This is an optimization exercise on Yosys and OpenROAD, whose aim is small area, not a production implementation. Where RTL was checked, it was by simulation tests only, not by an equivalence proof against the original. Power is estimated from default activity; no workload was simulated.

==> inputs of 07-22 <==
Design uart, start of the top module:
module uart #(
    parameter DATA_WIDTH = 8,
    parameter FIFO_DEPTH = 16
) (
    input  logic        clk_i,
    input  logic        rst_ni,
    input  logic        stb_i,
    input  logic [ 1:0] adr_i,
    input  logic [ 3:0] byte_sel_i,
    input  logic        we_i,
    input  logic [31:0] data_i,
    output logic [31:0] data_o,
    input  logic        uart_rx_i,
    output logic        uart_tx_o
);
==> flow/config.mk <==
export PLATFORM = sky130hd
export DESIGN_NAME = uart
export DESIGN_NICKNAME = uart
export VERILOG_FILES = /design/flow/design.v
export SDC_FILE = /design/flow/constraint.sdc
export NUM_CORES = 4
export LEC_CHECK = 0
export ABC_AREA = 1
export CAP_MARGIN = 20
export CORE_MARGIN = 2
export CORE_UTILIZATION = 60
export SLEW_MARGIN = 20
==> flow/constraint.sdc <==
create_clock -name core_clock -period 5.0 [get_ports {clk_i}]
set_input_delay 1.0000 -clock core_clock [delete_from_list [all_inputs] [get_ports {clk_i}]]
set_output_delay 1.0000 -clock core_clock [all_outputs]
set_load 0.01 [all_outputs]
standard.sh (not shown) runs the stock make flow with config.mk's settings and CLKGATE_MAP_FILE= SYNTH_SCRIPT=/design/flow/synth_recipe.tcl, a recipe that flattens the netlist after the stock synthesis.
==> flow/flow/run.sh <==
#!/bin/bash
set -euo pipefail
bash standard.sh "CTS_ARGS=-sink_clustering_enable -repair_clock_nets -dont_use_dummy_load -buf_list {sky130_fd_sc_hd__clkbuf_16} -sink_clustering_size 40 -sink_clustering_max_diameter 60" finish > standard.log 2>&1
==> 05-08 (differences from 07-22) <==
==> flow/flow/run.sh (replaced) <==
#!/bin/bash
set -euo pipefail
bash standard.sh "CTS_ARGS=-sink_clustering_enable -repair_clock_nets -dont_use_dummy_load -buf_list {sky130_fd_sc_hd__clkbuf_8} -sink_clustering_size 16 -sink_clustering_max_diameter 50" REMOVE_ABC_BUFFERS=1 POST_FLOORPLAN_TCL=$PWD/flow/downsize.tcl finish > standard.log 2>&1
==> flow/flow/downsize.tcl (new file) <==
# Swap every standard cell for the smallest cell of its family (same
# function and pins, another drive strength). The placement and CTS repair
# steps that follow size up whatever then needs it.
set db [ord::get_db]
set block [[$db getChip] getBlock]
set dont_use {}
if {[info exists ::env(DONT_USE_CELLS)]} { set dont_use $::env(DONT_USE_CELLS) }
array set best {}
foreach lib [$db getLibs] {
  foreach m [$lib getMasters] {
    set n [$m getName]
    if {![regexp {^(sky130_fd_sc_hd__[a-z0-9]+)_([0-9]+)$} $n -> base drive]} { continue }
    set skip 0
    foreach p $dont_use { if {[string match $p $n]} { set skip 1 } }
    if {$skip} { continue }
    set a [expr {[$m getWidth] * [$m getHeight]}]
    # smallest area; on a tie the stronger drive
    if {![info exists best($base)] || $a < [lindex $best($base) 0] ||
        ($a == [lindex $best($base) 0] && $drive > [lindex $best($base) 2])} {
      set best($base) [list $a $m $drive]
    }
  }
}
set swapped 0
set saved 0
foreach inst [$block getInsts] {
  set m [$inst getMaster]
  set n [$m getName]
  if {![regexp {^(sky130_fd_sc_hd__[a-z0-9]+)_([0-9]+)$} $n -> base drive]} { continue }
  if {[string match "*tap*" $base] || [string match "*fill*" $base] || [string match "*decap*" $base]} { continue }
  if {![info exists best($base)]} { continue }
  set nm [lindex $best($base) 1]
  if {[$nm getName] eq $n} { continue }
  set a0 [expr {[$m getWidth] * [$m getHeight]}]
  if {[$inst swapMaster $nm]} {
    incr swapped
    set saved [expr {$saved + $a0 - [lindex $best($base) 0]}]
  }
}
puts "downsize: swapped $swapped cells, area saved [expr {$saved / 1e6}] um2"
==> results.txt <==
----------------------------------------------------
[Run status]
  Result of the run ... finished clean

[Drt]
  Drt wl/cell ... approximately 19 µm
  First DRT Iteration DRCs ... just over 900

[Setup path]
  End of the worst register-to-register path ... uart_rx_inst.mem.mem[8][7]

[Power and ir drop]
  Power dissipated in combinational cells ... 0.000284 W
  Proportion of total power due to net switching ... 21.7%
  Overall power consumption ... 0.00501 W
  Max VDD drop ... ~0.27 mV

[Clock network]
  TritonCTS buffer count ... 35

----------------------------------------------------
That was 05-08.
==> results.txt <==
----------------------------------------------------
[Run status]
  Result of the run ... finished clean

[Power and ir drop]
  Power dissipated in combinational cells ... ~0.0003 W
  Proportion of total power due to net switching ... 21.1%
  Overall power consumption ... approximately 0.0054 W
  Max VDD drop ... approximately 0.27 mV

[Drt]
  First DRT Iteration DRCs ... ~1000
  Drt wl/cell ... between 15 and 20 µm

[Clock network]
  TritonCTS buffer count ... 27

[Setup path]
  End of the worst register-to-register path ... uart_rx_inst.mem.mem[8][1]

----------------------------------------------------
That was 07-22.

========
==> run a <==
Another version of the RTL of uart (not shown whole).
==> module regfile16x8, before the edit <==
module regfile16x8 (
    input  logic       clk,
    input  logic       we,
    input  logic [3:0] waddr,
    input  logic [7:0] wdata,
    input  logic [3:0] raddr,
    output logic [7:0] rdata
);
  logic [7:0] mem[16];
  always_ff @(posedge clk) begin
    if (we) mem[waddr] <= wdata;
  end
  assign rdata = mem[raddr];
endmodule
==> module uart_tx, before the edit <==
module uart_tx (
    input  logic        clk_i,
    input  logic        rst_ni,
    input  logic [15:0] baud_div_i,
    input  logic        tx_wen_i,     
    input  logic        tx_en_i,
    input  logic [ 7:0] din_i,
    output logic        empty_o,
    output logic        full_o,
    output logic        tx_bit_o
);
  localparam logic [1:0] IDLE = 2'd0, START = 2'd1, DATA = 2'd2, STOP = 2'd3;
  logic [1:0] state;
  logic [4:0] wptr, rptr;
  logic [7:0] rd;
  logic [7:0] shreg;
  logic [2:0] bit_cnt;
  logic [15:0] cnt;
  logic tick, pop, push;
  assign empty_o = (wptr == rptr);
  assign full_o  = (wptr[4] != rptr[4]) && (wptr[3:0] == rptr[3:0]);
  assign push    = tx_wen_i && !full_o;
  regfile16x8 mem (
      .clk  (clk_i),
      .we   (push),
      .waddr(wptr[3:0]),
      .wdata(din_i),
      .raddr(rptr[3:0]),
      .rdata(rd)
  );
  assign tick = (cnt == baud_div_i - 16'd1);
  assign pop  = tx_en_i && !empty_o && (state == IDLE || (state == STOP && tick));
  always_ff @(posedge clk_i) begin
    if (!rst_ni) begin
      state   <= IDLE;
      wptr    <= '0;
      rptr    <= '0;
      bit_cnt <= '0;
      cnt     <= '0;
    end else begin
      if (push) wptr <= wptr + 5'd1;
      if (pop) rptr <= rptr + 5'd1;
      if (state != IDLE) cnt <= tick ? 16'd0 : cnt + 16'd1;
      if (state == DATA && tick) bit_cnt <= bit_cnt + 3'd1;
      case (state)
        IDLE:  if (pop) state <= START;
        START: if (tick) state <= DATA;
        DATA:  if (tick && bit_cnt == 3'd7) state <= STOP;
        STOP:  if (tick) state <= pop ? START : IDLE;
      endcase
    end
  end
  always_ff @(posedge clk_i) begin
    if (pop) shreg <= rd;
  end
  always_comb begin
    case (state)
      START:   tx_bit_o = 1'b0;
      DATA:    tx_bit_o = shreg[bit_cnt];
      default: tx_bit_o = 1'b1;
    endcase
  end
endmodule
==> module uart_rx, before the edit <==
module uart_rx (
    input  logic        clk_i,
    input  logic        rst_ni,
    input  logic [15:0] baud_div_i,
    input  logic        rx_ren_i,     
    input  logic        rx_en_i,
    input  logic        rx_bit_i,
    output logic [ 7:0] last_o,       
    output logic        empty_o,
    output logic        full_o
);
  localparam logic [1:0] IDLE = 2'd0, START = 2'd1, DATA = 2'd2, STOP = 2'd3;
  logic [1:0] state;
  logic [4:0] wq, lq;
  logic [7:0] rd;
  logic [7:0] shreg;
  logic [2:0] bit_cnt;
  logic [15:0] cnt;
  logic popped;
  logic mid, fin, push, pop;
  logic [4:0] wnext;
  assign empty_o = (wq == lq);
  assign full_o  = (wq[4] != lq[4]) && (wq[3:0] == lq[3:0]);
  assign mid  = (cnt == (baud_div_i >> 1) - 16'd1);
  assign fin  = (cnt == baud_div_i - 16'd1);
  assign push = (state == STOP) && fin && !full_o;
  assign pop  = rx_ren_i && !empty_o;
  assign wnext = wq + 5'd1;
  regfile16x8 mem (
      .clk  (clk_i),
      .we   (push),
      .waddr(wnext[3:0]),
      .wdata(shreg),
      .raddr(lq[3:0]),
      .rdata(rd)
  );
  assign last_o = popped ? rd : 8'd0;
  always_ff @(posedge clk_i) begin
    if (!rst_ni) begin
      state   <= IDLE;
      wq      <= '1;
      lq      <= '1;
      popped  <= 1'b0;
      bit_cnt <= '0;
      cnt     <= '0;
    end else begin
      if (push) wq <= wnext;
      if (pop) begin
        lq     <= lq + 5'd1;
        popped <= 1'b1;
      end
      cnt <= (state == IDLE || fin) ? 16'd0 : cnt + 16'd1;
      if (state == DATA && mid) bit_cnt <= bit_cnt + 3'd1;
      case (state)
        IDLE:  if (rx_en_i && !rx_bit_i && !full_o) state <= START;
        START: if (mid) state <= rx_bit_i ? IDLE : DATA;
        DATA:  if (mid && bit_cnt == 3'd7) state <= STOP;
        STOP:  if (mid && rx_bit_i) state <= IDLE;
      endcase
    end
  end
  always_ff @(posedge clk_i) begin
    if (state == DATA && mid) shreg <= {rx_bit_i, shreg[7:1]};
  end
endmodule
export LEC_CHECK = 0
export ABC_AREA = 1
export CAP_MARGIN = 20
export CORE_MARGIN = 2
export CORE_UTILIZATION = 60
export CTS_BUF_LIST = sky130_fd_sc_hd__clkbuf_4 sky130_fd_sc_hd__clkbuf_8
export CTS_CLUSTER_SIZE = 30
export SLEW_MARGIN = 20
create_clock -name core_clock -period 5.0 [get_ports {clk_i}]
run.sh (not shown) runs the stock make flow with config.mk's settings and CLKGATE_MAP_FILE= SYNTH_SCRIPT=/design/flow/synth_recipe.tcl, a recipe that flattens the netlist after the stock synthesis.
Stock flow here: none of the scripts above is used.
==> inputs of run b, as changes to run a <==
--- a/flow/design.v
+++ b/flow/design.v
@@ -11,5 +11,8 @@
     if (we) mem[waddr] <= wdata;
   end
-  assign rdata = mem[raddr];
+  always_comb begin
+    rdata = '0;
+    for (int i = 0; i < 16; i++) rdata = rdata | (mem[i] & {8{raddr == 4'(i)}});
+  end
 endmodule
 module uart_tx (
@@ -24,12 +27,11 @@
     output logic        tx_bit_o
 );
-  localparam logic [1:0] IDLE = 2'd0, START = 2'd1, DATA = 2'd2, STOP = 2'd3;
-  logic [1:0] state;
+  localparam logic [3:0] IDLE = 4'b0110, START = 4'b0111, STOP = 4'b0000;
+  logic [3:0] seq;
   logic [4:0] wptr, rptr;
   logic [7:0] rd;
   logic [7:0] shreg;
-  logic [2:0] bit_cnt;
-  logic [15:0] cnt;
-  logic tick, pop, push;
+  logic [15:0] cnt;   
+  logic idle, stop, tick, pop, push;
   assign empty_o = (wptr == rptr);
   assign full_o  = (wptr[4] != rptr[4]) && (wptr[3:0] == rptr[3:0]);
@@ -43,36 +45,28 @@
       .rdata(rd)
   );
-  assign tick = (cnt == baud_div_i - 16'd1);
-  assign pop  = tx_en_i && !empty_o && (state == IDLE || (state == STOP && tick));
+  assign idle = (seq == IDLE);
+  assign stop = (seq == STOP);
+  assign tick = (cnt == 16'd1);
+  assign pop  = tx_en_i && !empty_o && (idle || (stop && tick));
   always_ff @(posedge clk_i) begin
     if (!rst_ni) begin
-      state   <= IDLE;
-      wptr    <= '0;
-      rptr    <= '0;
-      bit_cnt <= '0;
-      cnt     <= '0;
+      seq  <= IDLE;
+      wptr <= '0;
+      rptr <= '0;
     end else begin
       if (push) wptr <= wptr + 5'd1;
       if (pop) rptr <= rptr + 5'd1;
-      if (state != IDLE) cnt <= tick ? 16'd0 : cnt + 16'd1;
-      if (state == DATA && tick) bit_cnt <= bit_cnt + 3'd1;
-      case (state)
-        IDLE:  if (pop) state <= START;
-        START: if (tick) state <= DATA;
-        DATA:  if (tick && bit_cnt == 3'd7) state <= STOP;
-        STOP:  if (tick) state <= pop ? START : IDLE;
-      endcase
+      if (stop) begin
+        if (tick) seq <= {3'b011, pop};
+      end else if (idle ? pop : tick) begin
+        seq <= seq + 4'd1;
+      end
     end
   end
   always_ff @(posedge clk_i) begin
+    cnt <= (idle || tick) ? baud_div_i : cnt - 16'd1;
     if (pop) shreg <= rd;
   end
-  always_comb begin
-    case (state)
-      START:   tx_bit_o = 1'b0;
-      DATA:    tx_bit_o = shreg[bit_cnt];
-      default: tx_bit_o = 1'b1;
-    endcase
-  end
+  assign tx_bit_o = seq[3] ? shreg[seq[2:0]] : !seq[0];
 endmodule
 module uart_rx (
@@ -87,19 +81,21 @@
     output logic        full_o
 );
-  localparam logic [1:0] IDLE = 2'd0, START = 2'd1, DATA = 2'd2, STOP = 2'd3;
-  logic [1:0] state;
+  localparam logic [3:0] IDLE = 4'b0110, START = 4'b0111, STOP = 4'b0000;
+  logic [3:0] seq;
   logic [4:0] wq, lq;
   logic [7:0] rd;
   logic [7:0] shreg;
-  logic [2:0] bit_cnt;
-  logic [15:0] cnt;
+  logic [14:0] cnt;
+  logic half;   
   logic popped;
-  logic mid, fin, push, pop;
+  logic idle, zhi, mid, fin, push, pop;
   logic [4:0] wnext;
   assign empty_o = (wq == lq);
   assign full_o  = (wq[4] != lq[4]) && (wq[3:0] == lq[3:0]);
-  assign mid  = (cnt == (baud_div_i >> 1) - 16'd1);
-  assign fin  = (cnt == baud_div_i - 16'd1);
-  assign push = (state == STOP) && fin && !full_o;
+  assign idle = (seq == IDLE);
+  assign zhi  = (cnt[14:1] == 14'd0);
+  assign mid  = !half && zhi && cnt[0];
+  assign fin  = half && zhi && (cnt[0] != baud_div_i[0]);
+  assign push = (seq == STOP) && fin && !full_o;
   assign pop  = rx_ren_i && !empty_o;
   assign wnext = wq + 5'd1;
@@ -115,10 +111,8 @@
   always_ff @(posedge clk_i) begin
     if (!rst_ni) begin
-      state   <= IDLE;
-      wq      <= '1;
-      lq      <= '1;
-      popped  <= 1'b0;
-      bit_cnt <= '0;
-      cnt     <= '0;
+      seq    <= IDLE;
+      wq     <= '1;
+      lq     <= '1;
+      popped <= 1'b0;
     end else begin
       if (push) wq <= wnext;
@@ -127,16 +121,18 @@
         popped <= 1'b1;
       end
-      cnt <= (state == IDLE || fin) ? 16'd0 : cnt + 16'd1;
-      if (state == DATA && mid) bit_cnt <= bit_cnt + 3'd1;
-      case (state)
-        IDLE:  if (rx_en_i && !rx_bit_i && !full_o) state <= START;
-        START: if (mid) state <= rx_bit_i ? IDLE : DATA;
-        DATA:  if (mid && bit_cnt == 3'd7) state <= STOP;
-        STOP:  if (mid && rx_bit_i) state <= IDLE;
-      endcase
+      if (idle) begin
+        if (rx_en_i && !rx_bit_i && !full_o) seq <= START;
+      end else if (mid) begin
+        if (seq == START && rx_bit_i) seq <= IDLE;
+        else if (seq == STOP) begin
+          if (rx_bit_i) seq <= IDLE;
+        end else seq <= seq + 4'd1;
+      end
     end
   end
   always_ff @(posedge clk_i) begin
-    if (state == DATA && mid) shreg <= {rx_bit_i, shreg[7:1]};
+    cnt  <= (idle || mid || fin) ? baud_div_i[15:1] : cnt - 15'd1;
+    half <= idle ? 1'b0 : half ^ (mid || fin);
+    if (seq[3] && mid) shreg <= {rx_bit_i, shreg[7:1]};
   end
 endmodule
==> flow/flow/run.sh (new file) <==
#!/bin/bash
set -euo pipefail
bash standard.sh "CTS_ARGS=-sink_clustering_enable -repair_clock_nets -dont_use_dummy_load -buf_list {sky130_fd_sc_hd__clkbuf_4} -sink_clustering_size 12 -sink_clustering_max_diameter 40" REMOVE_ABC_BUFFERS=1 POST_FLOORPLAN_TCL=$PWD/flow/downsize.tcl finish > standard.log 2>&1
==> flow/flow/downsize.tcl (new file) <==
# Swap every standard cell for the smallest cell of its family (same
# function and pins, another drive strength). The placement and CTS repair
# steps that follow size up whatever then needs it.
set db [ord::get_db]
set block [[$db getChip] getBlock]
set dont_use {}
if {[info exists ::env(DONT_USE_CELLS)]} { set dont_use $::env(DONT_USE_CELLS) }
array set best {}
foreach lib [$db getLibs] {
  foreach m [$lib getMasters] {
    set n [$m getName]
    if {![regexp {^(sky130_fd_sc_hd__[a-z0-9]+)_([0-9]+)$} $n -> base drive]} { continue }
    set skip 0
    foreach p $dont_use { if {[string match $p $n]} { set skip 1 } }
    if {$skip} { continue }
    set a [expr {[$m getWidth] * [$m getHeight]}]
    # smallest area; on a tie the stronger drive
    if {![info exists best($base)] || $a < [lindex $best($base) 0] ||
        ($a == [lindex $best($base) 0] && $drive > [lindex $best($base) 2])} {
      set best($base) [list $a $m $drive]
    }
  }
}
set swapped 0
set saved 0
foreach inst [$block getInsts] {
  set m [$inst getMaster]
  set n [$m getName]
  if {![regexp {^(sky130_fd_sc_hd__[a-z0-9]+)_([0-9]+)$} $n -> base drive]} { continue }
  if {[string match "*tap*" $base] || [string match "*fill*" $base] || [string match "*decap*" $base]} { continue }
  if {![info exists best($base)]} { continue }
  set nm [lindex $best($base) 1]
  if {[$nm getName] eq $n} { continue }
  set a0 [expr {[$m getWidth] * [$m getHeight]}]
  if {[$inst swapMaster $nm]} {
    incr swapped
    set saved [expr {$saved + $a0 - [lindex $best($base) 0]}]
  }
}
puts "downsize: swapped $swapped cells, area saved [expr {$saved / 1e6}] um2"
==> flow/standard.sh (new file) <==
#!/bin/bash
# synth_recipe.tcl (not shown) runs the flow's synth.tcl, then flattens the netlist and writes it again
# the make line also repeats each setting of config.mk as NAME=value (left out here)
make -C /OpenROAD-flow-scripts/flow DESIGN_CONFIG=/design/flow/config.mk WORK_HOME=/design/flow/orfs CLKGATE_MAP_FILE= SYNTH_SCRIPT=/design/flow/synth_recipe.tcl "${@:-finish}"
--- a/flow/config.mk
+++ b/flow/config.mk
@@ -10,5 +10,3 @@
 export CORE_MARGIN = 2
 export CORE_UTILIZATION = 60
-export CTS_BUF_LIST = sky130_fd_sc_hd__clkbuf_4 sky130_fd_sc_hd__clkbuf_8
-export CTS_CLUSTER_SIZE = 30
 export SLEW_MARGIN = 20
removed: flow/run.sh
==> inputs of run c, as changes to run a <==
--- a/flow/design.v
+++ b/flow/design.v
@@ -11,5 +11,8 @@
     if (we) mem[waddr] <= wdata;
   end
-  assign rdata = mem[raddr];
+  always_comb begin
+    rdata = '0;
+    for (int i = 0; i < 16; i++) rdata = rdata | (mem[i] & {8{raddr == 4'(i)}});
+  end
 endmodule
 module uart_tx (
@@ -24,12 +27,11 @@
     output logic        tx_bit_o
 );
-  localparam logic [1:0] IDLE = 2'd0, START = 2'd1, DATA = 2'd2, STOP = 2'd3;
-  logic [1:0] state;
+  localparam logic [3:0] IDLE = 4'b0110, START = 4'b0111, STOP = 4'b0000;
+  logic [3:0] seq;
   logic [4:0] wptr, rptr;
   logic [7:0] rd;
   logic [7:0] shreg;
-  logic [2:0] bit_cnt;
-  logic [15:0] cnt;
-  logic tick, pop, push;
+  logic [15:0] cnt;   
+  logic idle, stop, tick, pop, push;
   assign empty_o = (wptr == rptr);
   assign full_o  = (wptr[4] != rptr[4]) && (wptr[3:0] == rptr[3:0]);
@@ -43,36 +45,28 @@
       .rdata(rd)
   );
-  assign tick = (cnt == baud_div_i - 16'd1);
-  assign pop  = tx_en_i && !empty_o && (state == IDLE || (state == STOP && tick));
+  assign idle = (seq == IDLE);
+  assign stop = (seq == STOP);
+  assign tick = (cnt == 16'd1);
+  assign pop  = tx_en_i && !empty_o && (idle || (stop && tick));
   always_ff @(posedge clk_i) begin
     if (!rst_ni) begin
-      state   <= IDLE;
-      wptr    <= '0;
-      rptr    <= '0;
-      bit_cnt <= '0;
-      cnt     <= '0;
+      seq  <= IDLE;
+      wptr <= '0;
+      rptr <= '0;
     end else begin
       if (push) wptr <= wptr + 5'd1;
       if (pop) rptr <= rptr + 5'd1;
-      if (state != IDLE) cnt <= tick ? 16'd0 : cnt + 16'd1;
-      if (state == DATA && tick) bit_cnt <= bit_cnt + 3'd1;
-      case (state)
-        IDLE:  if (pop) state <= START;
-        START: if (tick) state <= DATA;
-        DATA:  if (tick && bit_cnt == 3'd7) state <= STOP;
-        STOP:  if (tick) state <= pop ? START : IDLE;
-      endcase
+      if (stop) begin
+        if (tick) seq <= {3'b011, pop};
+      end else if (idle ? pop : tick) begin
+        seq <= seq + 4'd1;
+      end
     end
   end
   always_ff @(posedge clk_i) begin
+    cnt <= (idle || tick) ? baud_div_i : cnt - 16'd1;
     if (pop) shreg <= rd;
   end
-  always_comb begin
-    case (state)
-      START:   tx_bit_o = 1'b0;
-      DATA:    tx_bit_o = shreg[bit_cnt];
-      default: tx_bit_o = 1'b1;
-    endcase
-  end
+  assign tx_bit_o = seq[3] ? shreg[seq[2:0]] : !seq[0];
 endmodule
 module uart_rx (
@@ -87,19 +81,21 @@
     output logic        full_o
 );
-  localparam logic [1:0] IDLE = 2'd0, START = 2'd1, DATA = 2'd2, STOP = 2'd3;
-  logic [1:0] state;
+  localparam logic [3:0] IDLE = 4'b0110, START = 4'b0111, STOP = 4'b0000;
+  logic [3:0] seq;
   logic [4:0] wq, lq;
   logic [7:0] rd;
   logic [7:0] shreg;
-  logic [2:0] bit_cnt;
-  logic [15:0] cnt;
+  logic [14:0] cnt;
+  logic half;   
   logic popped;
-  logic mid, fin, push, pop;
+  logic idle, zhi, mid, fin, push, pop;
   logic [4:0] wnext;
   assign empty_o = (wq == lq);
   assign full_o  = (wq[4] != lq[4]) && (wq[3:0] == lq[3:0]);
-  assign mid  = (cnt == (baud_div_i >> 1) - 16'd1);
-  assign fin  = (cnt == baud_div_i - 16'd1);
-  assign push = (state == STOP) && fin && !full_o;
+  assign idle = (seq == IDLE);
+  assign zhi  = (cnt[14:1] == 14'd0);
+  assign mid  = !half && zhi && cnt[0];
+  assign fin  = half && zhi && (cnt[0] != baud_div_i[0]);
+  assign push = (seq == STOP) && fin && !full_o;
   assign pop  = rx_ren_i && !empty_o;
   assign wnext = wq + 5'd1;
@@ -115,10 +111,8 @@
   always_ff @(posedge clk_i) begin
     if (!rst_ni) begin
-      state   <= IDLE;
-      wq      <= '1;
-      lq      <= '1;
-      popped  <= 1'b0;
-      bit_cnt <= '0;
-      cnt     <= '0;
+      seq    <= IDLE;
+      wq     <= '1;
+      lq     <= '1;
+      popped <= 1'b0;
     end else begin
       if (push) wq <= wnext;
@@ -127,16 +121,18 @@
         popped <= 1'b1;
       end
-      cnt <= (state == IDLE || fin) ? 16'd0 : cnt + 16'd1;
-      if (state == DATA && mid) bit_cnt <= bit_cnt + 3'd1;
-      case (state)
-        IDLE:  if (rx_en_i && !rx_bit_i && !full_o) state <= START;
-        START: if (mid) state <= rx_bit_i ? IDLE : DATA;
-        DATA:  if (mid && bit_cnt == 3'd7) state <= STOP;
-        STOP:  if (mid && rx_bit_i) state <= IDLE;
-      endcase
+      if (idle) begin
+        if (rx_en_i && !rx_bit_i && !full_o) seq <= START;
+      end else if (mid) begin
+        if (seq == START && rx_bit_i) seq <= IDLE;
+        else if (seq == STOP) begin
+          if (rx_bit_i) seq <= IDLE;
+        end else seq <= seq + 4'd1;
+      end
     end
   end
   always_ff @(posedge clk_i) begin
-    if (state == DATA && mid) shreg <= {rx_bit_i, shreg[7:1]};
+    cnt  <= (idle || mid || fin) ? baud_div_i[15:1] : cnt - 15'd1;
+    half <= idle ? 1'b0 : half ^ (mid || fin);
+    if (seq[3] && mid) shreg <= {rx_bit_i, shreg[7:1]};
   end
 endmodule
==> flow/flow/run.sh (new file) <==
#!/bin/bash
set -euo pipefail
bash standard.sh "CTS_ARGS=-sink_clustering_enable -repair_clock_nets -dont_use_dummy_load -buf_list {sky130_fd_sc_hd__clkbuf_8} -sink_clustering_size 16 -sink_clustering_max_diameter 50" finish > standard.log 2>&1
==> flow/standard.sh (new file) <==
#!/bin/bash
# synth_recipe.tcl (not shown) runs the flow's synth.tcl, then flattens the netlist and writes it again
# the make line also repeats each setting of config.mk as NAME=value (left out here)
make -C /OpenROAD-flow-scripts/flow DESIGN_CONFIG=/design/flow/config.mk WORK_HOME=/design/flow/orfs CLKGATE_MAP_FILE= SYNTH_SCRIPT=/design/flow/synth_recipe.tcl "${@:-finish}"
--- a/flow/config.mk
+++ b/flow/config.mk
@@ -10,5 +10,3 @@
 export CORE_MARGIN = 2
 export CORE_UTILIZATION = 60
-export CTS_BUF_LIST = sky130_fd_sc_hd__clkbuf_4 sky130_fd_sc_hd__clkbuf_8
-export CTS_CLUSTER_SIZE = 30
 export SLEW_MARGIN = 20
removed: flow/run.sh
==> qor summary <==
Run status: run b timing/DRC/antenna clean; run c timing/DRC/antenna clean; run a timing/DRC/antenna clean
Global Route Usage Sum: run b 0.262; run c 0.266; run a 0.269
Critical R2R Capture: run b uart_rx_inst.mem.mem[8][4]; run c uart_rx_inst.mem.mem[8][1]; run a uart_rx_inst.mem.mem[8][1]
Dpl cell area: run b 15500 um^2; run c 15700 um^2; run a 17100 um^2
Last element of the critical path: run b data_o[7]; run c data_o[0]; run a data_o[7]
Multi-input comb cells: run b 922; run c 922; run a 1059
Initial antenna violation count: run b 1; run c 0; run a 0
Net count reported at finish: run b 1545; run c 1534; run a 1751
Routed length on met3: run b 2870 um; run c 2980 um; run a 2150 um
Leakage dissipation: run b 0.00576 uW; run c 0.00589 uW; run a 0.00674 uW
Layout-stage area growth over the synthesis result: run b 5.72%; run c 7.77%; run a 12.0%
Well-tap cell count: run b 324; run c 324; run a 341
Minimum period implied by the final worst setup slack: run b 4.62 ns; run c 4.27 ns; run a 4.33 ns
Share of the clock period used by the worst path: run b 0.925; run c 0.854; run a 0.866
DRT Pass-1 Iters: run b 7; run c 5; run a 5
Synthesized cell area: run b 15000 um^2; run c 15000 um^2; run a 16300 um^2
Proportion of power drawn by the clock network: run b 0.271; run c 0.303; run a 0.406
Layout buffering overhead excluding clock cells: run b 0.0268; run c 0.0258; run a 0.0339
Crit path largest cell delay: run b 0.77 ns; run c 0.62 ns; run a 0.62 ns
Logic depth of the worst path, buffers included: run b 10; run c 10; run a 9
Seq/Total Area, Yosys: run b 0.658; run c 0.658; run a 0.611
Power in sequential cells: run b 3210 uW; run c 3210 uW; run a 3280 uW
Clock-cell share of area: run b 0.0213; run c 0.0298; run a 0.0667
Post-Syn Instances: run b 1403; run c 1403; run a 1608
Xor-xnor portion of the synthesized cell area: run b 0.0216; run c 0.0216; run a 0.0325
Max Freq: run b 0.216 GHz; run c 0.234 GHz; run a 0.231 GHz
Simple-gate portion of the synthesized area: run b 0.210; run c 0.210; run a 0.172
The RTL of run a was laid out without a check of its function.

## what the ideal ports hide
The flow's constraints put no driver on any port. The routed layouts listed below were extracted and timed again, unchanged, in two steps.
Step 1: set_driving_cell puts a clkbuf_16 on clk_i and a buf_2 on each other input, an assumption about the parent block.
Step 2 times the ports against the registers' clock, not the clock port: input delays grow and output delays shrink by t, the midpoint of the rising clock arrivals with the driver on.
a / b / c = ideal / step 1 / step 2; a / b = the first two.
| run | t (ns) | setup WS [ns] | worst setup path at the end |
|---|---|---|---|
| 07-22 | 0.599 | 0.671 / 0.619 / 1.217 | register to output |
| 05-08 | 0.570 | 0.568 / 0.524 / 0.999 | input to register |
| run a | 0.651 | 0.671 / 0.627 / 1.278 | register to output |
| run b | 0.718 | 0.375 / 0.331 / 0.975 | input to register |
| run c | 0.580 | 0.731 / 0.685 / 1.265 | register to output |
After both steps every run listed still meets setup and hold.
